Background: an optimization exercise with open tools, aiming at a short achievable clock period and few clock cycles per item. Do not read the settings as production practice. Function was checked by simulation only, so behaviour that the tests miss may differ from the original. The flow treats the clock pin as an ideal source, which a real chip does not have. Power is estimated from default activity; no workload was simulated.

==> flow/design.v (excerpt) <==
module processor (
    input clk, reset,
    output [7:0] pc,
    input [31:0] instruction,
    output [31:0] Result,
    output result_valid
    );
    reg         d_v;
    reg  [4:0]  d_rd;
    reg  [31:0] d_rd_oh;
    reg  [31:0] d_rs1_oh, d_rs2_oh;
    reg  [31:0] d_rs1_ohn;     
    reg  [31:0] d_imm;         
    reg         d_isr;         
    reg         d_we;          
    reg         d_ld, d_st;    
    reg         d_sum, d_slt, d_and, d_or, d_nor, d_inv;
    reg         d_m1a, d_m1b;  
    reg         d_m2a, d_m2b;  
    reg         e_v;
    reg  [4:0]  e_rd;
    reg  [31:0] e_rd_oh;
    reg         e_we, e_ld, e_st;
    reg  [31:0] e_a, e_b, e_s;
    reg  [7:0]  e_sello;       
    reg  [31:0] e_selhi;       
    reg  [8:0]  e_off;         
    reg         e_cin;
    reg         e_sum, e_slt, e_and, e_or, e_nor;
    reg         e_sumw;        
    reg         e_sadd, e_ssub, e_saddw, e_ssubw;    
  ...
Size in the first run: roughly 14000 cells after synthesis, about 5900 flip-flops, about 75 I/O pins, roughly 230000 µm² of cells after synthesis.
==> flow/config.mk <==
export PLATFORM = sky130hd
export DESIGN_NAME = processor
export DESIGN_NICKNAME = processor
export VERILOG_FILES = /design/flow/design.v
export SDC_FILE = /design/flow/constraint.sdc
export NUM_CORES = 8
export LEC_CHECK = 0
export CAP_MARGIN = 40
export CORE_MARGIN = 2
export CORE_UTILIZATION = 45
export GPL_ROUTABILITY_DRIVEN = 1
export GPL_TIMING_DRIVEN = 1
export SETUP_SLACK_MARGIN = 5
export SLEW_MARGIN = 60
export SYNTH_HIERARCHICAL = 1
export TNS_END_PERCENT = 100
==> flow/constraint.sdc <==
create_clock -name core_clock -period 10.0 [get_ports {clk}]
set_input_delay 2.0000 -clock core_clock [delete_from_list [all_inputs] [get_ports {clk}]]
set_output_delay 2.0000 -clock core_clock [all_outputs]
set_load 0.01 [all_outputs]
standard.sh (not shown) runs the stock make flow with config.mk's settings and CLKGATE_MAP_FILE= SYNTH_SCRIPT=/design/flow/synth_recipe.tcl, a recipe that flattens the netlist after the stock synthesis.
==> flow/flow/run.sh <==
#!/bin/bash
# Layout: the standard flow (standard.sh) run in steps, with
#  - timing repair aimed well below the 10 ns clock (repair_timing's setup
#    margin on make's command line),
#  - one more round of timing repair after clock tree synthesis
#    (flow/repair.tcl),
#  - antenna diodes with a ratio margin after global routing
#    (flow/antenna.tcl), so detailed routing normally runs once.
# The SDC is the design's, unchanged. Each step logs to its own file here.
set -euo pipefail
M=6.7
R=orfs/results/sky130hd/processor/base
bash standard.sh SETUP_SLACK_MARGIN=$M cts > make_cts.log 2>&1
RESULTS=$R SETUP_MARGIN=$M SLEW_M=0 CAP_M=0 openroad -exit flow/repair.tcl > repair.log 2>&1
bash standard.sh SETUP_SLACK_MARGIN=$M grt > make_grt.log 2>&1
RESULTS=$R openroad -exit flow/antenna.tcl > antenna.log 2>&1
bash standard.sh SETUP_SLACK_MARGIN=$M finish > make_finish.log 2>&1
Other scripts of this flow, unchanged in this note and not shown: flow/flow/antenna.tcl, flow/flow/repair.tcl
Testbench counts at the start, summed over its fixed seeds: cycles 130,094, instrs 128,000.
Rerun with:
--- a/flow/flow/run.sh
+++ b/flow/flow/run.sh
@@ -6,9 +6,18 @@
 #    (flow/repair.tcl),
 #  - antenna diodes with a ratio margin after global routing
-#    (flow/antenna.tcl), so detailed routing normally runs once.
+#    (flow/antenna.tcl), so detailed routing normally runs once,
+#  - after placement, each flip-flop that drives an output port's buffer
+#    moved next to that buffer (flow/outflops.tcl). The clock tree is built
+#    afterwards as usual and reaches these flip-flops like all others.
+#  - synthesis without the platform's adder mapping (ADDER_MAP_FILE empty:
+#    adders are left to abc as plain gates instead of full/half adder
+#    cells). Otherwise it is standard.sh's synthesis: the same registers.
 # The SDC is the design's, unchanged. Each step logs to its own file here.
 set -euo pipefail
 M=6.7
 R=orfs/results/sky130hd/processor/base
+bash standard.sh SETUP_SLACK_MARGIN=$M ADDER_MAP_FILE= synth > make_synth.log 2>&1
+bash standard.sh SETUP_SLACK_MARGIN=$M place > make_place.log 2>&1
+RESULTS=$R openroad -exit flow/outflops.tcl > outflops.log 2>&1
 bash standard.sh SETUP_SLACK_MARGIN=$M cts > make_cts.log 2>&1
 RESULTS=$R SETUP_MARGIN=$M SLEW_M=0 CAP_M=0 openroad -exit flow/repair.tcl > repair.log 2>&1
==> flow/flow/outflops.tcl (new file) <==
# Move each flip-flop that drives an output port (through the port's buffer)
# next to that buffer, then legalize. Reads and writes RESULTS/3_place.odb.
set plat $::env(FLOW_HOME)/platforms/sky130hd
set res $::env(RESULTS)
read_lef $plat/lef/sky130_fd_sc_hd.tlef
read_lef $plat/lef/sky130_fd_sc_hd_merged.lef
read_liberty $plat/lib/sky130_fd_sc_hd__tt_025C_1v80.lib
read_db $res/3_place.odb
read_sdc $res/3_place.sdc
source $plat/setRC.tcl
set block [ord::get_db_block]
set moved 0
foreach bt [$block getBTerms] {
  if {[$bt getIoType] ne "OUTPUT"} { continue }
  set net [$bt getNet]
  set drv ""
  foreach it [$net getITerms] { if {[$it isOutputSignal]} { set drv [$it getInst] } }
  if {$drv eq ""} { continue }
  # the port buffer's input net and the cell driving it
  set inet ""
  foreach it [$drv getITerms] { if {[$it isInputSignal] && [$it getNet] ne "NULL"} { set inet [$it getNet] } }
  if {$inet eq ""} { continue }
  set src ""
  foreach it [$inet getITerms] { if {[$it isOutputSignal]} { set src [$it getInst] } }
  if {$src eq ""} { continue }
  if {![string match "*dfxtp*" [[$src getMaster] getName]]} { continue }
  # a flip-flop driving few other cells (the pc register also feeds its
  # incrementer)
  if {[llength [$inet getITerms]] > 6} { continue }
  set loc [$drv getLocation]
  $src setLocation [lindex $loc 0] [lindex $loc 1]
  $src setPlacementStatus PLACED
  incr moved
}
puts "moved $moved output flip-flops"
detailed_placement
check_placement -verbose
estimate_parasitics -placement
write_db $res/3_place.odb
CORE_UTILIZATION = 50   (was 45)
CTS_CLUSTER_DIAMETER = 150   (was unset)
CTS_CLUSTER_SIZE = 20   (was unset)
Core utilization rises by 3.9 points.
Fmax rises by 3.8%.
Hold slack got worse by 14 ps.
Count of clock-buffer cells in the layout falls by 289.
Cell area falls by 4.1%.
Final cell count falls by 5.5%.
Synthesized cell count hardly moves.
Setup slack improved by 140 ps.

processor, a different RTL version from the one above (not shown whole).
Size in the first run: roughly 14000 cells after synthesis, ~5900 flip-flops, ~230000 sq um of cells after synthesis.
==> flow/config.mk <==
export PLATFORM = sky130hd
export DESIGN_NAME = processor
export DESIGN_NICKNAME = processor
export VERILOG_FILES = /design/flow/design.v
export SDC_FILE = /design/flow/constraint.sdc
export NUM_CORES = 8
export LEC_CHECK = 0
export CAP_MARGIN = 40
export CORE_MARGIN = 2
export CORE_UTILIZATION = 45
export GPL_ROUTABILITY_DRIVEN = 1
export GPL_TIMING_DRIVEN = 1
export SETUP_SLACK_MARGIN = 5
export SLEW_MARGIN = 60
export SYNTH_HIERARCHICAL = 1
export TNS_END_PERCENT = 100
==> flow/constraint.sdc <==
create_clock -name core_clock -period 10.0 [get_ports {clk}]
set_input_delay 2.0000 -clock core_clock [delete_from_list [all_inputs] [get_ports {clk}]]
set_output_delay 2.0000 -clock core_clock [all_outputs]
set_load 0.01 [all_outputs]
==> flow/flow/run.sh <==
#!/bin/bash
# Layout: the standard flow (standard.sh) run in steps, with
#  - timing repair aimed well below the 10 ns clock (repair_timing's setup
#    margin on make's command line),
#  - one more round of timing repair after clock tree synthesis
#    (flow/repair.tcl),
#  - antenna diodes with a ratio margin after global routing
#    (flow/antenna.tcl), so detailed routing normally runs once,
#  - after placement, each flip-flop that drives an output port's buffer
#    moved next to that buffer (flow/outflops.tcl). The clock tree is built
#    afterwards as usual and reaches these flip-flops like all others.
# The SDC is the design's, unchanged. Each step logs to its own file here.
set -euo pipefail
M=6.7
R=orfs/results/sky130hd/processor/base
bash standard.sh SETUP_SLACK_MARGIN=$M place > make_place.log 2>&1
RESULTS=$R openroad -exit flow/outflops.tcl > outflops.log 2>&1
bash standard.sh SETUP_SLACK_MARGIN=$M cts > make_cts.log 2>&1
RESULTS=$R SETUP_MARGIN=$M SLEW_M=0 CAP_M=0 openroad -exit flow/repair.tcl > repair.log 2>&1
bash standard.sh SETUP_SLACK_MARGIN=$M grt > make_grt.log 2>&1
RESULTS=$R openroad -exit flow/antenna.tcl > antenna.log 2>&1
bash standard.sh SETUP_SLACK_MARGIN=$M finish > make_finish.log 2>&1
Other scripts of this flow, unchanged in this note and not shown: flow/flow/antenna.tcl, flow/flow/outflops.tcl, flow/flow/repair.tcl
The baseline went through all stages and came out clean.
Testbench counts at the start, summed over its fixed seeds: cycles 130,468, instrs 128,000.
Change:
--- a/flow/flow/run.sh
+++ b/flow/flow/run.sh
@@ -10,8 +10,12 @@
 #    moved next to that buffer (flow/outflops.tcl). The clock tree is built
 #    afterwards as usual and reaches these flip-flops like all others.
+#  - synthesis without the platform's adder mapping (ADDER_MAP_FILE empty:
+#    adders are left to abc as plain gates instead of full/half adder
+#    cells). Otherwise it is standard.sh's synthesis: the same registers.
 # The SDC is the design's, unchanged. Each step logs to its own file here.
 set -euo pipefail
 M=6.7
 R=orfs/results/sky130hd/processor/base
+bash standard.sh SETUP_SLACK_MARGIN=$M ADDER_MAP_FILE= synth > make_synth.log 2>&1
 bash standard.sh SETUP_SLACK_MARGIN=$M place > make_place.log 2>&1
 RESULTS=$R openroad -exit flow/outflops.tcl > outflops.log 2>&1
After rerunning: The changed run ran to the end with no violations; final cell count decreases slightly; wire length increases by a few percent; critical path depth stays the same; cell area shrinks slightly; synthesized cell count climbs slightly; first-iteration DRC count goes up by roughly a tenth.

processor with an RTL version that a note above also has.
Size in the first run: about 5900 flip-flops, roughly 75 I/O pins, about 230000 sq um of cells after synthesis.
export LEC_CHECK = 0
export CAP_MARGIN = 40
export CORE_MARGIN = 2
export CORE_UTILIZATION = 45
export GPL_ROUTABILITY_DRIVEN = 1
export GPL_TIMING_DRIVEN = 1
export SETUP_SLACK_MARGIN = 5
export SLEW_MARGIN = 60
export SYNTH_HIERARCHICAL = 1
export TNS_END_PERCENT = 100
create_clock -name core_clock -period 10.0 [get_ports {clk}]
==> flow/flow/run.sh <==
#!/bin/bash
# Layout: the standard flow (standard.sh) run in steps, with
#  - timing repair aimed well below the 10 ns clock (repair_timing's setup
#    margin on make's command line),
#  - one more round of timing repair after clock tree synthesis
#    (flow/repair.tcl),
#  - antenna diodes with a ratio margin after global routing
#    (flow/antenna.tcl), so detailed routing normally runs once,
#  - after placement, each flip-flop that drives an output port's buffer
#    moved next to that buffer (flow/outflops.tcl). The clock tree is built
#    afterwards as usual and reaches these flip-flops like all others.
#  - synthesis without the platform's adder mapping (ADDER_MAP_FILE empty:
#    adders are left to abc as plain gates instead of full/half adder
#    cells). Otherwise it is standard.sh's synthesis: the same registers.
# The SDC is the design's, unchanged. Each step logs to its own file here.
set -euo pipefail
M=6.7
R=orfs/results/sky130hd/processor/base
bash standard.sh SETUP_SLACK_MARGIN=$M ADDER_MAP_FILE= synth > make_synth.log 2>&1
bash standard.sh SETUP_SLACK_MARGIN=$M place > make_place.log 2>&1
RESULTS=$R openroad -exit flow/outflops.tcl > outflops.log 2>&1
bash standard.sh SETUP_SLACK_MARGIN=$M cts > make_cts.log 2>&1
RESULTS=$R SETUP_MARGIN=$M SLEW_M=0 CAP_M=0 openroad -exit flow/repair.tcl > repair.log 2>&1
bash standard.sh SETUP_SLACK_MARGIN=$M grt > make_grt.log 2>&1
RESULTS=$R openroad -exit flow/antenna.tcl > antenna.log 2>&1
bash standard.sh SETUP_SLACK_MARGIN=$M finish > make_finish.log 2>&1
Other scripts of this flow, unchanged in this note and not shown: flow/flow/antenna.tcl, flow/flow/outflops.tcl, flow/flow/repair.tcl
Testbench counts at the start, summed over its fixed seeds: cycles 130,094, instrs 128,000.
Then changed:
CTS_CLUSTER_DIAMETER = 150   (was unset)
CTS_CLUSTER_SIZE = 20   (was unset)
After rerunning:
- The changed run completed with no timing, DRC or antenna violations
- critical path depth is unchanged
- global-route usage fell by 0.29 points
- sequential power is about the same
- worst setup slack gets better by 44 ps
- final area drops by 3.5%
- final cell count is lower by 2.6%

==> port drivers added, routing unchanged <==
The results above use ideal ports. As a check the final layouts listed here were re-extracted and re-timed, cells and wires unchanged.
Step 1 assumes that a clkbuf_16 drives the clock port and a buf_2 every other input.
Step 2 adds t to the input delays and takes it off the output delays; t is the mean of the earliest and latest rising clock arrival at the registers after step 1. Input paths then give back, and output paths get back, about the clock's delay inside the block.
Three values: ideal, step 1, step 2; two values: the first two.
run	t, ns	setup slack, ns	hold WS [ns]	worst setup path after step 2	slew at the worst register clock pin (ns)
the first run of note 1	1.223	6.310 / 6.189 / 5.715	0.321 / 0.321 / 0.321	input to register	0.07 / 0.07
the second run of note 1	1.102	6.446 / 6.365 / 5.706	0.307 / 0.307 / 0.307	input to register	0.10 / 0.10
the first run of note 2	1.187	6.468 / 6.344 / 5.728	0.299 / 0.299 / 0.299	input to register	0.07 / 0.07
the second run of note 2	1.233	6.376 / 6.242 / 5.560	0.323 / 0.323 / 0.323	input to register	0.07 / 0.07
the first run of note 3	1.205	6.441 / 6.313 / 5.555	0.321 / 0.321 / 0.321	input to register	0.07 / 0.07
the second run of note 3	1.141	6.485 / 6.365 / 5.604	0.305 / 0.305 / 0.305	input to register	0.10 / 0.10
After both steps setup and hold are still met in every run listed. For the first run of note 3, which loses most, drivers alone change the setup slack by -0.128 ns; drivers and shift together by -0.886 ns.
